Background: an optimization exercise with open tools, aiming at small area, a short achievable clock period and few clock cycles per item. Do not read the settings as production practice.
Function was not checked in any run shown here: the RTL went through the layout flow alone.

==> flow/design.v (outline; a module is shown in full before it is edited, if it fits) <==
// module mult_benc: 8 lines
// module mult_enc: 6 lines
// module mult_and2: 3 lines
// module mult_xn2: 3 lines
// module mult_nor2: 3 lines
// module mult_ao: 3 lines
// module mult_fa: 4 lines
// module mult_fx: 6 lines
// module mult_x2: 3 lines
// module mult_mj: 3 lines
// module mult_ha: 4 lines
// module mult_pc_nnnnt: 6 lines
// module mult_pc_nnttn: 6 lines
// module mult_pc_ttnnt: 6 lines
// module mult_pc_ttttn: 6 lines
// module mult: 1296 lines
module mult(
  input  reset,
  input  clk,
  input  [31:0] a_in,
  input  [31:0] b_in,
  input  start,
  output logic [63:0] product,
  output logic done);
  // ...
==> flow/flow/run.sh <==
#!/bin/bash
set -euo pipefail
export BUFFER_PORTS_ARGS="-buffer_cell sky130_fd_sc_hd__buf_2"
bash standard.sh > standard_flow.log 2>&1
==> flow/standard.sh <==
#!/bin/bash
# synth_recipe.tcl (not shown) runs the flow's synth.tcl, then flattens the netlist and writes it again
# the make line also repeats each setting of config.mk as NAME=value (left out here)
make -C /OpenROAD-flow-scripts/flow DESIGN_CONFIG=/design/flow/config.mk WORK_HOME=/design/flow/orfs CLKGATE_MAP_FILE= SYNTH_SCRIPT=/design/flow/synth_recipe.tcl "${@:-finish}"
==> flow/config.mk <==
export PLATFORM = sky130hd
export DESIGN_NAME = mult
export DESIGN_NICKNAME = mult
export VERILOG_FILES = /design/flow/design.v
export SDC_FILE = /design/flow/constraint.sdc
export NUM_CORES = 4
export LEC_CHECK = 0
export CAP_MARGIN = 20
export CORE_MARGIN = 2
export CORE_UTILIZATION = 60
export GPL_TIMING_DRIVEN = 0
export PLACE_DENSITY = 0.75
export SETUP_SLACK_MARGIN = 0.1
export SLEW_MARGIN = 20
export SYNTH_HIERARCHICAL = 1
==> flow/constraint.sdc <==
create_clock -name core_clock -period 3.5 [get_ports {clk}]
set_input_delay 0.7000 -clock core_clock [delete_from_list [all_inputs] [get_ports {clk}]]
set_output_delay 0.7000 -clock core_clock [all_outputs]
set_load 0.01 [all_outputs]
==> run summary, run 1 <==
Final Max Tran Viols=0; most common cell after layout, fill and taps aside=xnor2_1; Non-clock buffer share=8.32%; vias per cell=6.02; post-CTS setup buffer count=21; HPWL Detailed=38200 µm; area occupied by registers=3270 µm²; Gates resized, CTS repair=121; syn nets=2138; met2 wire length=25900 µm; Non-Filler Instances=between 2000 and 2500; met1 wire length=18900 µm; Warnings, synthesis=7; Layout clock buffers=18; Logic inverters=113; layout cell share with drive strength beyond 1=31.0%; outcome=no timing/DRC/antenna violations; grt ovf=0; Nets=2326; final antenna-violating net count=0; detailed-route via count=14700; Clock Latency Late Sink=0.44 ns; Multi-input gate area=between 10000 and 15000 µm²; starting density of the core=approximately 61%; GR Layer Usage met2=59.8%; pre-CTS setup slack=-1.14 ns; crit-path cells=ha_4 -> a21oi_2 -> o21ai_1 -> a21oi_2 -> o21ai_4 -> buf_12 -> a21oi_4 -> buf_12 -> inv_2 -> a21o_1 -> xor2_1 -> buf_2; clock network share of area=under 10%; dpl cells=2375; total track usage=33.4%; fillers=about 2100; Synth-to-Final Area Change=18.8%; CTS root buffer=clkbuf_16
==> inputs of run 2 (changes only) <==
--- a/flow/design.v
+++ b/flow/design.v
@@ -898,28 +898,16 @@
   assign pa2_j43_gi = ~pa1_43_g;
   assign pa2_j43_pi = ~pa1_43_p;
   logic pa2_j51_gi, pa2_j51_pi;
   assign pa2_j51_gi = ~pa1_51_g;
   assign pa2_j51_pi = ~pa1_51_p;
   logic pa2_j59_gi, pa2_j59_pi;
   assign pa2_j59_gi = ~pa1_59_g;
   assign pa2_j59_pi = ~pa1_59_p;
-  logic pa3_j7_gi, pa3_j7_pi;
-  assign pa3_j7_gi = ~pa2_7_g;
-  assign pa3_j7_pi = ~pa2_7_p;
-  logic pa3_j23_gi, pa3_j23_pi;
-  assign pa3_j23_gi = ~pa2_23_g;
-  assign pa3_j23_pi = ~pa2_23_p;
-  logic pa3_j39_gi, pa3_j39_pi;
-  assign pa3_j39_gi = ~pa2_39_g;
-  assign pa3_j39_pi = ~pa2_39_p;
-  logic pa3_j55_gi, pa3_j55_pi;
-  assign pa3_j55_gi = ~pa2_55_g;
-  assign pa3_j55_pi = ~pa2_55_p;
   logic pa0_1_g, pa0_1_p;
   mult_pc_ttttn u_pa0_1 (.gh(pa_g[1]), .ph(pa_p[1]), .gl(pa_g[0]), .pl(pa_p[0]), .g(pa0_1_g), .p(pa0_1_p));
   logic pa0_3_g, pa0_3_p;
   mult_pc_ttttn u_pa0_3 (.gh(pa_g[3]), .ph(pa_p[3]), .gl(pa_g[2]), .pl(pa_p[2]), .g(pa0_3_g), .p(pa0_3_p));
   logic pa0_5_g, pa0_5_p;
   mult_pc_ttttn u_pa0_5 (.gh(pa_g[5]), .ph(pa_p[5]), .gl(pa_g[4]), .pl(pa_p[4]), .g(pa0_5_g), .p(pa0_5_p));
   logic pa0_7_g, pa0_7_p;
   mult_pc_ttttn u_pa0_7 (.gh(pa_g[7]), .ph(pa_p[7]), .gl(pa_g[6]), .pl(pa_p[6]), .g(pa0_7_g), .p(pa0_7_p));
@@ -1103,77 +1091,77 @@
   mult_pc_ttttn u_pa2_60 (.gh(pa_g[60]), .ph(pa_p[60]), .gl(pa1_59_g), .pl(pa1_59_p), .g(pa2_60_g), .p(pa2_60_p));
   logic pa2_61_g, pa2_61_p;
   mult_pc_nnnnt u_pa2_61 (.gh(pa0_61_g), .ph(pa0_61_p), .gl(pa2_j59_gi), .pl(pa2_j59_pi), .g(pa2_61_g), .p(pa2_61_p));
   logic pa2_62_g, pa2_62_p;
   mult_pc_nnnnt u_pa2_62 (.gh(pa1_62_g), .ph(pa1_62_p), .gl(pa2_j59_gi), .pl(pa2_j59_pi), .g(pa2_62_g), .p(pa2_62_p));
   logic pa2_63_g, pa2_63_p;
   mult_pc_ttttn u_pa2_63 (.gh(pa1_63_g), .ph(pa1_63_p), .gl(pa1_59_g), .pl(pa1_59_p), .g(pa2_63_g), .p(pa2_63_p));
   logic pa3_8_g, pa3_8_p;
-  mult_pc_ttttn u_pa3_8 (.gh(pa_g[8]), .ph(pa_p[8]), .gl(pa3_j7_gi), .pl(pa3_j7_pi), .g(pa3_8_g), .p(pa3_8_p));
+  mult_pc_ttnnt u_pa3_8 (.gh(pa_g[8]), .ph(pa_p[8]), .gl(pa2_7_g), .pl(pa2_7_p), .g(pa3_8_g), .p(pa3_8_p));
   logic pa3_9_g, pa3_9_p;
   mult_pc_nnnnt u_pa3_9 (.gh(pa0_9_g), .ph(pa0_9_p), .gl(pa2_7_g), .pl(pa2_7_p), .g(pa3_9_g), .p(pa3_9_p));
   logic pa3_10_g, pa3_10_p;
   mult_pc_nnnnt u_pa3_10 (.gh(pa1_10_g), .ph(pa1_10_p), .gl(pa2_7_g), .pl(pa2_7_p), .g(pa3_10_g), .p(pa3_10_p));
   logic pa3_11_g, pa3_11_p;
-  mult_pc_ttttn u_pa3_11 (.gh(pa1_11_g), .ph(pa1_11_p), .gl(pa3_j7_gi), .pl(pa3_j7_pi), .g(pa3_11_g), .p(pa3_11_p));
+  mult_pc_ttnnt u_pa3_11 (.gh(pa1_11_g), .ph(pa1_11_p), .gl(pa2_7_g), .pl(pa2_7_p), .g(pa3_11_g), .p(pa3_11_p));
   logic pa3_12_g, pa3_12_p;
   mult_pc_nnnnt u_pa3_12 (.gh(pa2_12_g), .ph(pa2_12_p), .gl(pa2_7_g), .pl(pa2_7_p), .g(pa3_12_g), .p(pa3_12_p));
   logic pa3_13_g, pa3_13_p;
-  mult_pc_ttttn u_pa3_13 (.gh(pa2_13_g), .ph(pa2_13_p), .gl(pa3_j7_gi), .pl(pa3_j7_pi), .g(pa3_13_g), .p(pa3_13_p));
+  mult_pc_ttnnt u_pa3_13 (.gh(pa2_13_g), .ph(pa2_13_p), .gl(pa2_7_g), .pl(pa2_7_p), .g(pa3_13_g), .p(pa3_13_p));
   logic pa3_14_g, pa3_14_p;
-  mult_pc_ttttn u_pa3_14 (.gh(pa2_14_g), .ph(pa2_14_p), .gl(pa3_j7_gi), .pl(pa3_j7_pi), .g(pa3_14_g), .p(pa3_14_p));
+  mult_pc_ttnnt u_pa3_14 (.gh(pa2_14_g), .ph(pa2_14_p), .gl(pa2_7_g), .pl(pa2_7_p), .g(pa3_14_g), .p(pa3_14_p));
   logic pa3_15_g, pa3_15_p;
   mult_pc_nnnnt u_pa3_15 (.gh(pa2_15_g), .ph(pa2_15_p), .gl(pa2_7_g), .pl(pa2_7_p), .g(pa3_15_g), .p(pa3_15_p));
   logic pa3_24_g, pa3_24_p;
-  mult_pc_ttttn u_pa3_24 (.gh(pa_g[24]), .ph(pa_p[24]), .gl(pa3_j23_gi), .pl(pa3_j23_pi), .g(pa3_24_g), .p(pa3_24_p));
+  mult_pc_ttnnt u_pa3_24 (.gh(pa_g[24]), .ph(pa_p[24]), .gl(pa2_23_g), .pl(pa2_23_p), .g(pa3_24_g), .p(pa3_24_p));
   logic pa3_25_g, pa3_25_p;
   mult_pc_nnnnt u_pa3_25 (.gh(pa0_25_g), .ph(pa0_25_p), .gl(pa2_23_g), .pl(pa2_23_p), .g(pa3_25_g), .p(pa3_25_p));
   logic pa3_26_g, pa3_26_p;
   mult_pc_nnnnt u_pa3_26 (.gh(pa1_26_g), .ph(pa1_26_p), .gl(pa2_23_g), .pl(pa2_23_p), .g(pa3_26_g), .p(pa3_26_p));
   logic pa3_27_g, pa3_27_p;
-  mult_pc_ttttn u_pa3_27 (.gh(pa1_27_g), .ph(pa1_27_p), .gl(pa3_j23_gi), .pl(pa3_j23_pi), .g(pa3_27_g), .p(pa3_27_p));
+  mult_pc_ttnnt u_pa3_27 (.gh(pa1_27_g), .ph(pa1_27_p), .gl(pa2_23_g), .pl(pa2_23_p), .g(pa3_27_g), .p(pa3_27_p));
   logic pa3_28_g, pa3_28_p;
   mult_pc_nnnnt u_pa3_28 (.gh(pa2_28_g), .ph(pa2_28_p), .gl(pa2_23_g), .pl(pa2_23_p), .g(pa3_28_g), .p(pa3_28_p));
   logic pa3_29_g, pa3_29_p;
-  mult_pc_ttttn u_pa3_29 (.gh(pa2_29_g), .ph(pa2_29_p), .gl(pa3_j23_gi), .pl(pa3_j23_pi), .g(pa3_29_g), .p(pa3_29_p));
+  mult_pc_ttnnt u_pa3_29 (.gh(pa2_29_g), .ph(pa2_29_p), .gl(pa2_23_g), .pl(pa2_23_p), .g(pa3_29_g), .p(pa3_29_p));
   logic pa3_30_g, pa3_30_p;
-  mult_pc_ttttn u_pa3_30 (.gh(pa2_30_g), .ph(pa2_30_p), .gl(pa3_j23_gi), .pl(pa3_j23_pi), .g(pa3_30_g), .p(pa3_30_p));
+  mult_pc_ttnnt u_pa3_30 (.gh(pa2_30_g), .ph(pa2_30_p), .gl(pa2_23_g), .pl(pa2_23_p), .g(pa3_30_g), .p(pa3_30_p));
   logic pa3_31_g, pa3_31_p;
   mult_pc_nnnnt u_pa3_31 (.gh(pa2_31_g), .ph(pa2_31_p), .gl(pa2_23_g), .pl(pa2_23_p), .g(pa3_31_g), .p(pa3_31_p));
   logic pa3_40_g, pa3_40_p;
-  mult_pc_ttttn u_pa3_40 (.gh(pa_g[40]), .ph(pa_p[40]), .gl(pa3_j39_gi), .pl(pa3_j39_pi), .g(pa3_40_g), .p(pa3_40_p));
+  mult_pc_ttnnt u_pa3_40 (.gh(pa_g[40]), .ph(pa_p[40]), .gl(pa2_39_g), .pl(pa2_39_p), .g(pa3_40_g), .p(pa3_40_p));
   logic pa3_41_g, pa3_41_p;
   mult_pc_nnnnt u_pa3_41 (.gh(pa0_41_g), .ph(pa0_41_p), .gl(pa2_39_g), .pl(pa2_39_p), .g(pa3_41_g), .p(pa3_41_p));
   logic pa3_42_g, pa3_42_p;
   mult_pc_nnnnt u_pa3_42 (.gh(pa1_42_g), .ph(pa1_42_p), .gl(pa2_39_g), .pl(pa2_39_p), .g(pa3_42_g), .p(pa3_42_p));
   logic pa3_43_g, pa3_43_p;
-  mult_pc_ttttn u_pa3_43 (.gh(pa1_43_g), .ph(pa1_43_p), .gl(pa3_j39_gi), .pl(pa3_j39_pi), .g(pa3_43_g), .p(pa3_43_p));
+  mult_pc_ttnnt u_pa3_43 (.gh(pa1_43_g), .ph(pa1_43_p), .gl(pa2_39_g), .pl(pa2_39_p), .g(pa3_43_g), .p(pa3_43_p));
   logic pa3_44_g, pa3_44_p;
   mult_pc_nnnnt u_pa3_44 (.gh(pa2_44_g), .ph(pa2_44_p), .gl(pa2_39_g), .pl(pa2_39_p), .g(pa3_44_g), .p(pa3_44_p));
   logic pa3_45_g, pa3_45_p;
-  mult_pc_ttttn u_pa3_45 (.gh(pa2_45_g), .ph(pa2_45_p), .gl(pa3_j39_gi), .pl(pa3_j39_pi), .g(pa3_45_g), .p(pa3_45_p));
+  mult_pc_ttnnt u_pa3_45 (.gh(pa2_45_g), .ph(pa2_45_p), .gl(pa2_39_g), .pl(pa2_39_p), .g(pa3_45_g), .p(pa3_45_p));
   logic pa3_46_g, pa3_46_p;
-  mult_pc_ttttn u_pa3_46 (.gh(pa2_46_g), .ph(pa2_46_p), .gl(pa3_j39_gi), .pl(pa3_j39_pi), .g(pa3_46_g), .p(pa3_46_p));
+  mult_pc_ttnnt u_pa3_46 (.gh(pa2_46_g), .ph(pa2_46_p), .gl(pa2_39_g), .pl(pa2_39_p), .g(pa3_46_g), .p(pa3_46_p));
   logic pa3_47_g, pa3_47_p;
   mult_pc_nnnnt u_pa3_47 (.gh(pa2_47_g), .ph(pa2_47_p), .gl(pa2_39_g), .pl(pa2_39_p), .g(pa3_47_g), .p(pa3_47_p));
   logic pa3_56_g, pa3_56_p;
-  mult_pc_ttttn u_pa3_56 (.gh(pa_g[56]), .ph(pa_p[56]), .gl(pa3_j55_gi), .pl(pa3_j55_pi), .g(pa3_56_g), .p(pa3_56_p));
+  mult_pc_ttnnt u_pa3_56 (.gh(pa_g[56]), .ph(pa_p[56]), .gl(pa2_55_g), .pl(pa2_55_p), .g(pa3_56_g), .p(pa3_56_p));
   logic pa3_57_g, pa3_57_p;
   mult_pc_nnnnt u_pa3_57 (.gh(pa0_57_g), .ph(pa0_57_p), .gl(pa2_55_g), .pl(pa2_55_p), .g(pa3_57_g), .p(pa3_57_p));
   logic pa3_58_g, pa3_58_p;
   mult_pc_nnnnt u_pa3_58 (.gh(pa1_58_g), .ph(pa1_58_p), .gl(pa2_55_g), .pl(pa2_55_p), .g(pa3_58_g), .p(pa3_58_p));
   logic pa3_59_g, pa3_59_p;
-  mult_pc_ttttn u_pa3_59 (.gh(pa1_59_g), .ph(pa1_59_p), .gl(pa3_j55_gi), .pl(pa3_j55_pi), .g(pa3_59_g), .p(pa3_59_p));
+  mult_pc_ttnnt u_pa3_59 (.gh(pa1_59_g), .ph(pa1_59_p), .gl(pa2_55_g), .pl(pa2_55_p), .g(pa3_59_g), .p(pa3_59_p));
   logic pa3_60_g, pa3_60_p;
   mult_pc_nnnnt u_pa3_60 (.gh(pa2_60_g), .ph(pa2_60_p), .gl(pa2_55_g), .pl(pa2_55_p), .g(pa3_60_g), .p(pa3_60_p));
   logic pa3_61_g, pa3_61_p;
-  mult_pc_ttttn u_pa3_61 (.gh(pa2_61_g), .ph(pa2_61_p), .gl(pa3_j55_gi), .pl(pa3_j55_pi), .g(pa3_61_g), .p(pa3_61_p));
+  mult_pc_ttnnt u_pa3_61 (.gh(pa2_61_g), .ph(pa2_61_p), .gl(pa2_55_g), .pl(pa2_55_p), .g(pa3_61_g), .p(pa3_61_p));
   logic pa3_62_g, pa3_62_p;
-  mult_pc_ttttn u_pa3_62 (.gh(pa2_62_g), .ph(pa2_62_p), .gl(pa3_j55_gi), .pl(pa3_j55_pi), .g(pa3_62_g), .p(pa3_62_p));
+  mult_pc_ttnnt u_pa3_62 (.gh(pa2_62_g), .ph(pa2_62_p), .gl(pa2_55_g), .pl(pa2_55_p), .g(pa3_62_g), .p(pa3_62_p));
   logic pa3_63_g, pa3_63_p;
   mult_pc_nnnnt u_pa3_63 (.gh(pa2_63_g), .ph(pa2_63_p), .gl(pa2_55_g), .pl(pa2_55_p), .g(pa3_63_g), .p(pa3_63_p));
   logic pa4_16_g, pa4_16_p;
   mult_pc_ttttn u_pa4_16 (.gh(pa_g[16]), .ph(pa_p[16]), .gl(pa3_15_g), .pl(pa3_15_p), .g(pa4_16_g), .p(pa4_16_p));
   logic pa4_17_g, pa4_17_p;
   mult_pc_nnttn u_pa4_17 (.gh(pa0_17_g), .ph(pa0_17_p), .gl(pa3_15_g), .pl(pa3_15_p), .g(pa4_17_g), .p(pa4_17_p));
   logic pa4_18_g, pa4_18_p;
   mult_pc_nnttn u_pa4_18 (.gh(pa1_18_g), .ph(pa1_18_p), .gl(pa3_15_g), .pl(pa3_15_p), .g(pa4_18_g), .p(pa4_18_p));
@@ -1183,29 +1171,29 @@
   mult_pc_nnttn u_pa4_20 (.gh(pa2_20_g), .ph(pa2_20_p), .gl(pa3_15_g), .pl(pa3_15_p), .g(pa4_20_g), .p(pa4_20_p));
   logic pa4_21_g, pa4_21_p;
   mult_pc_ttttn u_pa4_21 (.gh(pa2_21_g), .ph(pa2_21_p), .gl(pa3_15_g), .pl(pa3_15_p), .g(pa4_21_g), .p(pa4_21_p));
   logic pa4_22_g, pa4_22_p;
   mult_pc_ttttn u_pa4_22 (.gh(pa2_22_g), .ph(pa2_22_p), .gl(pa3_15_g), .pl(pa3_15_p), .g(pa4_22_g), .p(pa4_22_p));
   logic pa4_23_g, pa4_23_p;
   mult_pc_nnttn u_pa4_23 (.gh(pa2_23_g), .ph(pa2_23_p), .gl(pa3_15_g), .pl(pa3_15_p), .g(pa4_23_g), .p(pa4_23_p));
   logic pa4_24_g, pa4_24_p;
-  mult_pc_nnttn u_pa4_24 (.gh(pa3_24_g), .ph(pa3_24_p), .gl(pa3_15_g), .pl(pa3_15_p), .g(pa4_24_g), .p(pa4_24_p));
+  mult_pc_ttttn u_pa4_24 (.gh(pa3_24_g), .ph(pa3_24_p), .gl(pa3_15_g), .pl(pa3_15_p), .g(pa4_24_g), .p(pa4_24_p));
   logic pa4_25_g, pa4_25_p;
   mult_pc_ttttn u_pa4_25 (.gh(pa3_25_g), .ph(pa3_25_p), .gl(pa3_15_g), .pl(pa3_15_p), .g(pa4_25_g), .p(pa4_25_p));
   logic pa4_26_g, pa4_26_p;
   mult_pc_ttttn u_pa4_26 (.gh(pa3_26_g), .ph(pa3_26_p), .gl(pa3_15_g), .pl(pa3_15_p), .g(pa4_26_g), .p(pa4_26_p));
   logic pa4_27_g, pa4_27_p;
-  mult_pc_nnttn u_pa4_27 (.gh(pa3_27_g), .ph(pa3_27_p), .gl(pa3_15_g), .pl(pa3_15_p), .g(pa4_27_g), .p(pa4_27_p));
+  mult_pc_ttttn u_pa4_27 (.gh(pa3_27_g), .ph(pa3_27_p), .gl(pa3_15_g), .pl(pa3_15_p), .g(pa4_27_g), .p(pa4_27_p));
   logic pa4_28_g, pa4_28_p;
   mult_pc_ttttn u_pa4_28 (.gh(pa3_28_g), .ph(pa3_28_p), .gl(pa3_15_g), .pl(pa3_15_p), .g(pa4_28_g), .p(pa4_28_p));
   logic pa4_29_g, pa4_29_p;
-  mult_pc_nnttn u_pa4_29 (.gh(pa3_29_g), .ph(pa3_29_p), .gl(pa3_15_g), .pl(pa3_15_p), .g(pa4_29_g), .p(pa4_29_p));
+  mult_pc_ttttn u_pa4_29 (.gh(pa3_29_g), .ph(pa3_29_p), .gl(pa3_15_g), .pl(pa3_15_p), .g(pa4_29_g), .p(pa4_29_p));
   logic pa4_30_g, pa4_30_p;
-  mult_pc_nnttn u_pa4_30 (.gh(pa3_30_g), .ph(pa3_30_p), .gl(pa3_15_g), .pl(pa3_15_p), .g(pa4_30_g), .p(pa4_30_p));
+  mult_pc_ttttn u_pa4_30 (.gh(pa3_30_g), .ph(pa3_30_p), .gl(pa3_15_g), .pl(pa3_15_p), .g(pa4_30_g), .p(pa4_30_p));
   logic pa4_31_g, pa4_31_p;
   mult_pc_ttttn u_pa4_31 (.gh(pa3_31_g), .ph(pa3_31_p), .gl(pa3_15_g), .pl(pa3_15_p), .g(pa4_31_g), .p(pa4_31_p));
   logic pa4_48_g, pa4_48_p;
   mult_pc_ttttn u_pa4_48 (.gh(pa_g[48]), .ph(pa_p[48]), .gl(pa3_47_g), .pl(pa3_47_p), .g(pa4_48_g), .p(pa4_48_p));
   logic pa4_49_g, pa4_49_p;
   mult_pc_nnttn u_pa4_49 (.gh(pa0_49_g), .ph(pa0_49_p), .gl(pa3_47_g), .pl(pa3_47_p), .g(pa4_49_g), .p(pa4_49_p));
   logic pa4_50_g, pa4_50_p;
   mult_pc_nnttn u_pa4_50 (.gh(pa1_50_g), .ph(pa1_50_p), .gl(pa3_47_g), .pl(pa3_47_p), .g(pa4_50_g), .p(pa4_50_p));
@@ -1215,29 +1203,29 @@
   mult_pc_nnttn u_pa4_52 (.gh(pa2_52_g), .ph(pa2_52_p), .gl(pa3_47_g), .pl(pa3_47_p), .g(pa4_52_g), .p(pa4_52_p));
   logic pa4_53_g, pa4_53_p;
   mult_pc_ttttn u_pa4_53 (.gh(pa2_53_g), .ph(pa2_53_p), .gl(pa3_47_g), .pl(pa3_47_p), .g(pa4_53_g), .p(pa4_53_p));
   logic pa4_54_g, pa4_54_p;
   mult_pc_ttttn u_pa4_54 (.gh(pa2_54_g), .ph(pa2_54_p), .gl(pa3_47_g), .pl(pa3_47_p), .g(pa4_54_g), .p(pa4_54_p));
   logic pa4_55_g, pa4_55_p;
   mult_pc_nnttn u_pa4_55 (.gh(pa2_55_g), .ph(pa2_55_p), .gl(pa3_47_g), .pl(pa3_47_p), .g(pa4_55_g), .p(pa4_55_p));
   logic pa4_56_g, pa4_56_p;
-  mult_pc_nnttn u_pa4_56 (.gh(pa3_56_g), .ph(pa3_56_p), .gl(pa3_47_g), .pl(pa3_47_p), .g(pa4_56_g), .p(pa4_56_p));
+  mult_pc_ttttn u_pa4_56 (.gh(pa3_56_g), .ph(pa3_56_p), .gl(pa3_47_g), .pl(pa3_47_p), .g(pa4_56_g), .p(pa4_56_p));
   logic pa4_57_g, pa4_57_p;
   mult_pc_ttttn u_pa4_57 (.gh(pa3_57_g), .ph(pa3_57_p), .gl(pa3_47_g), .pl(pa3_47_p), .g(pa4_57_g), .p(pa4_57_p));
   logic pa4_58_g, pa4_58_p;
   mult_pc_ttttn u_pa4_58 (.gh(pa3_58_g), .ph(pa3_58_p), .gl(pa3_47_g), .pl(pa3_47_p), .g(pa4_58_g), .p(pa4_58_p));
   logic pa4_59_g, pa4_59_p;
-  mult_pc_nnttn u_pa4_59 (.gh(pa3_59_g), .ph(pa3_59_p), .gl(pa3_47_g), .pl(pa3_47_p), .g(pa4_59_g), .p(pa4_59_p));
+  mult_pc_ttttn u_pa4_59 (.gh(pa3_59_g), .ph(pa3_59_p), .gl(pa3_47_g), .pl(pa3_47_p), .g(pa4_59_g), .p(pa4_59_p));
   logic pa4_60_g, pa4_60_p;
   mult_pc_ttttn u_pa4_60 (.gh(pa3_60_g), .ph(pa3_60_p), .gl(pa3_47_g), .pl(pa3_47_p), .g(pa4_60_g), .p(pa4_60_p));
   logic pa4_61_g, pa4_61_p;
-  mult_pc_nnttn u_pa4_61 (.gh(pa3_61_g), .ph(pa3_61_p), .gl(pa3_47_g), .pl(pa3_47_p), .g(pa4_61_g), .p(pa4_61_p));
+  mult_pc_ttttn u_pa4_61 (.gh(pa3_61_g), .ph(pa3_61_p), .gl(pa3_47_g), .pl(pa3_47_p), .g(pa4_61_g), .p(pa4_61_p));
   logic pa4_62_g, pa4_62_p;
-  mult_pc_nnttn u_pa4_62 (.gh(pa3_62_g), .ph(pa3_62_p), .gl(pa3_47_g), .pl(pa3_47_p), .g(pa4_62_g), .p(pa4_62_p));
+  mult_pc_ttttn u_pa4_62 (.gh(pa3_62_g), .ph(pa3_62_p), .gl(pa3_47_g), .pl(pa3_47_p), .g(pa4_62_g), .p(pa4_62_p));
   logic pa4_63_g, pa4_63_p;
   mult_pc_ttttn u_pa4_63 (.gh(pa3_63_g), .ph(pa3_63_p), .gl(pa3_47_g), .pl(pa3_47_p), .g(pa4_63_g), .p(pa4_63_p));
   logic pa5_32_g, pa5_32_p;
   mult_pc_ttnnt u_pa5_32 (.gh(pa_g[32]), .ph(pa_p[32]), .gl(pa4_31_g), .pl(pa4_31_p), .g(pa5_32_g), .p(pa5_32_p));
   logic pa5_33_g, pa5_33_p;
   mult_pc_nnnnt u_pa5_33 (.gh(pa0_33_g), .ph(pa0_33_p), .gl(pa4_31_g), .pl(pa4_31_p), .g(pa5_33_g), .p(pa5_33_p));
   logic pa5_34_g, pa5_34_p;
   mult_pc_nnnnt u_pa5_34 (.gh(pa1_34_g), .ph(pa1_34_p), .gl(pa4_31_g), .pl(pa4_31_p), .g(pa5_34_g), .p(pa5_34_p));
@@ -1247,29 +1235,29 @@
   mult_pc_nnnnt u_pa5_36 (.gh(pa2_36_g), .ph(pa2_36_p), .gl(pa4_31_g), .pl(pa4_31_p), .g(pa5_36_g), .p(pa5_36_p));
   logic pa5_37_g, pa5_37_p;
   mult_pc_ttnnt u_pa5_37 (.gh(pa2_37_g), .ph(pa2_37_p), .gl(pa4_31_g), .pl(pa4_31_p), .g(pa5_37_g), .p(pa5_37_p));
   logic pa5_38_g, pa5_38_p;
   mult_pc_ttnnt u_pa5_38 (.gh(pa2_38_g), .ph(pa2_38_p), .gl(pa4_31_g), .pl(pa4_31_p), .g(pa5_38_g), .p(pa5_38_p));
   logic pa5_39_g, pa5_39_p;
   mult_pc_nnnnt u_pa5_39 (.gh(pa2_39_g), .ph(pa2_39_p), .gl(pa4_31_g), .pl(pa4_31_p), .g(pa5_39_g), .p(pa5_39_p));
   logic pa5_40_g, pa5_40_p;
-  mult_pc_nnnnt u_pa5_40 (.gh(pa3_40_g), .ph(pa3_40_p), .gl(pa4_31_g), .pl(pa4_31_p), .g(pa5_40_g), .p(pa5_40_p));
+  mult_pc_ttnnt u_pa5_40 (.gh(pa3_40_g), .ph(pa3_40_p), .gl(pa4_31_g), .pl(pa4_31_p), .g(pa5_40_g), .p(pa5_40_p));
   logic pa5_41_g, pa5_41_p;
   mult_pc_ttnnt u_pa5_41 (.gh(pa3_41_g), .ph(pa3_41_p), .gl(pa4_31_g), .pl(pa4_31_p), .g(pa5_41_g), .p(pa5_41_p));
   logic pa5_42_g, pa5_42_p;
   mult_pc_ttnnt u_pa5_42 (.gh(pa3_42_g), .ph(pa3_42_p), .gl(pa4_31_g), .pl(pa4_31_p), .g(pa5_42_g), .p(pa5_42_p));
   logic pa5_43_g, pa5_43_p;
-  mult_pc_nnnnt u_pa5_43 (.gh(pa3_43_g), .ph(pa3_43_p), .gl(pa4_31_g), .pl(pa4_31_p), .g(pa5_43_g), .p(pa5_43_p));
+  mult_pc_ttnnt u_pa5_43 (.gh(pa3_43_g), .ph(pa3_43_p), .gl(pa4_31_g), .pl(pa4_31_p), .g(pa5_43_g), .p(pa5_43_p));
   logic pa5_44_g, pa5_44_p;
   mult_pc_ttnnt u_pa5_44 (.gh(pa3_44_g), .ph(pa3_44_p), .gl(pa4_31_g), .pl(pa4_31_p), .g(pa5_44_g), .p(pa5_44_p));
   logic pa5_45_g, pa5_45_p;
-  mult_pc_nnnnt u_pa5_45 (.gh(pa3_45_g), .ph(pa3_45_p), .gl(pa4_31_g), .pl(pa4_31_p), .g(pa5_45_g), .p(pa5_45_p));
+  mult_pc_ttnnt u_pa5_45 (.gh(pa3_45_g), .ph(pa3_45_p), .gl(pa4_31_g), .pl(pa4_31_p), .g(pa5_45_g), .p(pa5_45_p));
   logic pa5_46_g, pa5_46_p;
-  mult_pc_nnnnt u_pa5_46 (.gh(pa3_46_g), .ph(pa3_46_p), .gl(pa4_31_g), .pl(pa4_31_p), .g(pa5_46_g), .p(pa5_46_p));
+  mult_pc_ttnnt u_pa5_46 (.gh(pa3_46_g), .ph(pa3_46_p), .gl(pa4_31_g), .pl(pa4_31_p), .g(pa5_46_g), .p(pa5_46_p));
   logic pa5_47_g, pa5_47_p;
   mult_pc_ttnnt u_pa5_47 (.gh(pa3_47_g), .ph(pa3_47_p), .gl(pa4_31_g), .pl(pa4_31_p), .g(pa5_47_g), .p(pa5_47_p));
   logic pa5_48_g, pa5_48_p;
   mult_pc_nnnnt u_pa5_48 (.gh(pa4_48_g), .ph(pa4_48_p), .gl(pa4_31_g), .pl(pa4_31_p), .g(pa5_48_g), .p(pa5_48_p));
   logic pa5_49_g, pa5_49_p;
   mult_pc_nnnnt u_pa5_49 (.gh(pa4_49_g), .ph(pa4_49_p), .gl(pa4_31_g), .pl(pa4_31_p), .g(pa5_49_g), .p(pa5_49_p));
   logic pa5_50_g, pa5_50_p;
   mult_pc_nnnnt u_pa5_50 (.gh(pa4_50_g), .ph(pa4_50_p), .gl(pa4_31_g), .pl(pa4_31_p), .g(pa5_50_g), .p(pa5_50_p));
@@ -1303,23 +1291,23 @@
   assign product[1] = pa_p[1] ^ pa_g[0];
   assign product[2] = ~(pa_p[2] ^ pa0_1_g);
   assign product[3] = ~(pa_p[3] ^ pa1_2_g);
   assign product[4] = pa_p[4] ^ pa1_3_g;
   assign product[5] = ~(pa_p[5] ^ pa2_4_g);
   assign product[6] = pa_p[6] ^ pa2_5_g;
   assign product[7] = pa_p[7] ^ pa2_6_g;
   assign product[8] = ~(pa_p[8] ^ pa2_7_g);
-  assign product[9] = ~(pa_p[9] ^ pa3_8_g);
+  assign product[9] = pa_p[9] ^ pa3_8_g;
   assign product[10] = pa_p[10] ^ pa3_9_g;
   assign product[11] = pa_p[11] ^ pa3_10_g;
-  assign product[12] = ~(pa_p[12] ^ pa3_11_g);
+  assign product[12] = pa_p[12] ^ pa3_11_g;
   assign product[13] = pa_p[13] ^ pa3_12_g;
-  assign product[14] = ~(pa_p[14] ^ pa3_13_g);
-  assign product[15] = ~(pa_p[15] ^ pa3_14_g);
+  assign product[14] = pa_p[14] ^ pa3_13_g;
+  assign product[15] = pa_p[15] ^ pa3_14_g;
   assign product[16] = pa_p[16] ^ pa3_15_g;
   assign product[17] = ~(pa_p[17] ^ pa4_16_g);
   assign product[18] = ~(pa_p[18] ^ pa4_17_g);
   assign product[19] = ~(pa_p[19] ^ pa4_18_g);
   assign product[20] = ~(pa_p[20] ^ pa4_19_g);
   assign product[21] = ~(pa_p[21] ^ pa4_20_g);
   assign product[22] = ~(pa_p[22] ^ pa4_21_g);
   assign product[23] = ~(pa_p[23] ^ pa4_22_g);
==> run summary, run 2 <==
CP arrival=2.75 ns; final setup fails=0; WP buf/inv=4; remaining routing DRC violations=0; Tmin final=3.45 ns; first-pass GRT wire length=79400 µm; PortBufs=around 130; HPWL Detailed=38500 µm (+0.99%); Die Footprint=29900 µm²; clk sinks=160; starting density of the core=61.3% (about the same); commonest non-fill, non-tap cells in the layout=228 x xnor2_1, 213 x xor2_1, 184 x a22oi_1; gpl congestion=0.962; initial antenna violation count=1; Final Max Tran Viols=0 (unchanged); placed inst area=18300 µm²; detailed-route via count=14600 (-0.88%); Final Skew=roughly 0.028 ns; IO Pins=~130; final WL=51500 µm; final antenna-violating net count=0 (unchanged); number of global-route vias before repair=15000; Routed wire per std cell=21.0 µm; clk buf depth=2; average size of a mapped cell=~9.1 µm²; Hold Fails Final Rpt=0; Detailed Routing Iterations Pass 1=6; worst hold slack=0.0176 ns; CP Launch Type=flip-flop; CORE AREA=27900 µm²; R2R depth=9; Clock Latency Late Sink=0.46 ns (+0.02 ns); total track usage=33.7% (+0.28 points); max FFs per register=64; Crit-path slowest cell=dfxtp_2; layout cell share with drive strength beyond 1=29.2% (-1.8 points); CP Depth=12; grt ovf=0 (unchanged); Synth-to-Final Area Change=18.0%; Die Span Y=173 µm; CTS tree=done; fmax=slightly below 300 MHz; CP max stage delay=0.41 ns; crit-path cells=ha_4 -> a21oi_2 -> o21ai_2 -> a21oi_4 -> o21ai_4 -> buf_12 -> a21oi_4 -> buf_12 -> inv_2 -> a21o_1 -> xor2_1 -> buf_2; Warnings, synthesis=7 (unchanged); RSZ-0062 raised after global routing=yes; synthesized instance count=1873; outcome=no timing/DRC/antenna violations; Die Width=173 µm; H-tree levels=4; syn nets=2146 (+0.37%); Clock transition at path regs=0.09 ns; num rows=a little over 60; total CTS buffers=17; vias per cell=5.96 (-0.96%); CTS root buffer=clkbuf_16; fin area=roughly 20000 µm²; Max-cap violations=0; critical path required time=2.80 ns; worst min-delay path category=in -> async; largest net degree at the start of global routing=32; CP max FO=8; CP top delay family=compound AO/OA/AOI/OAI gates; Nets=2328 (+0.086%); crit share post-route=98.5%; Synth Cell Area=17100 µm²; actual slew at the worst max-slew pin=about 0.61 ns; most common cell after layout, fill and taps aside=xnor2_1; Worst slew margin=58.1%; Antenna diodes=0; Crit Path Class=reg -> out; number of DRC markers in iteration 0=between 1000 and 1500; Crit. End Element=output pin
run 2: layout make-up:
| class | count | area [µm²] |
|---|---|---|
| sequential | 160 | 3260 |
| fill | 2116 | 7730 |
| clock buffer | 17 | 425 |
| buffer | 108 | 566 |
| tap | 378 | 473 |
| clock inverter | 15 | 181 |
| timing repair buffer | 169 | 1050 |
| inverter | 118 | 443 |
| multi-input combinational | 1481 | 13800 |
run 2: per-layer routing:
metal | wire (µm) | GRT usage (%) | vias up
li1 | - | - | 6680
met1 | 19400 | 38.4 | 6981
met2 | 25600 | 59.8 | 739
met3 | 3310 | 4.53 | 186
met4 | 3190 | 20.8 | 0
met5 | 0 | 0 | -
run 2: worst paths after layout:
kind / from / to / slack (ns)
setup / recovery: c_reg[7] / product[38] / 0.05
hold / removal: reset / g / 0.02
setup reg to reg: eone[4] / s_reg[17] / 0.13
hold reg to reg: b_reg[0] / etwo[0] / 0.44
max in group asynchronous: reset / p1 / 3.37
min in group core_clock: b_in[3] / b_reg[3] / 0.34
run 2: timing repair:
item                                    4_1_cts  5_1_grt
resized for setup                           116      166
hold buffers                                  0        0
endpoints found under the setup margin      116       87
gates cloned                                  2        0
pin swaps                                    23       22
setup buffers                                25       12
run 2: stage by stage:
stage	utilization, %	instances	worst slack, ns	TNS, ns
finish	72.3	2446	0.0520	0
global route	72.3	2446	0.0210	0
CTS	70.2	2438	0.0960	0
detailed placement	65.5	2383	-1.24	-78.50
global placement	65.4	2382	-1.20	-73.65
floorplan	-	1873	0.138	0
run 2: worst register-to-register path, stage by stage (launching register included):
cell and delay (ns):
dfxtp_1 0.49, clkbuf_4 0.29, a22oi_1 0.12, xnor2_1 0.30
xor2_1 0.21, xor2_1 0.20, fa_1 0.48, fa_1 0.48
maj3_2 0.38, maj3_2 0.31

## what the ideal ports hide
No port has a modelled driver above. Below, the same layouts with a new extraction and two added sets of constraints.
Step 1, drivers: a clkbuf_16 drives clk and a buf_2 each remaining input, both assumed.
Step 2 also shifts input and output timing later by t, the mid clock arrival at the registers, as if the neighbouring blocks saw the same clock.
a / b / c = no drivers / after step 1 / after step 2; a / b = the first two.
run	t, ns	slack for setup (ns)	worst hold slack (ns)	cell pins on the clock port's net
run 1	0.480	0.055 / 0.003 / -0.376	0.036 / 0.005 / 0.464	1
run 2	0.495	0.052 / 0.001 / -0.335	0.018 / -0.014 / 0.440	1
Met with ideal ports but missed after step 2: setup timing in run 1 and run 2. For run 1, which loses most, drivers alone change the setup slack by -0.052 ns; drivers and shift together by -0.431 ns.
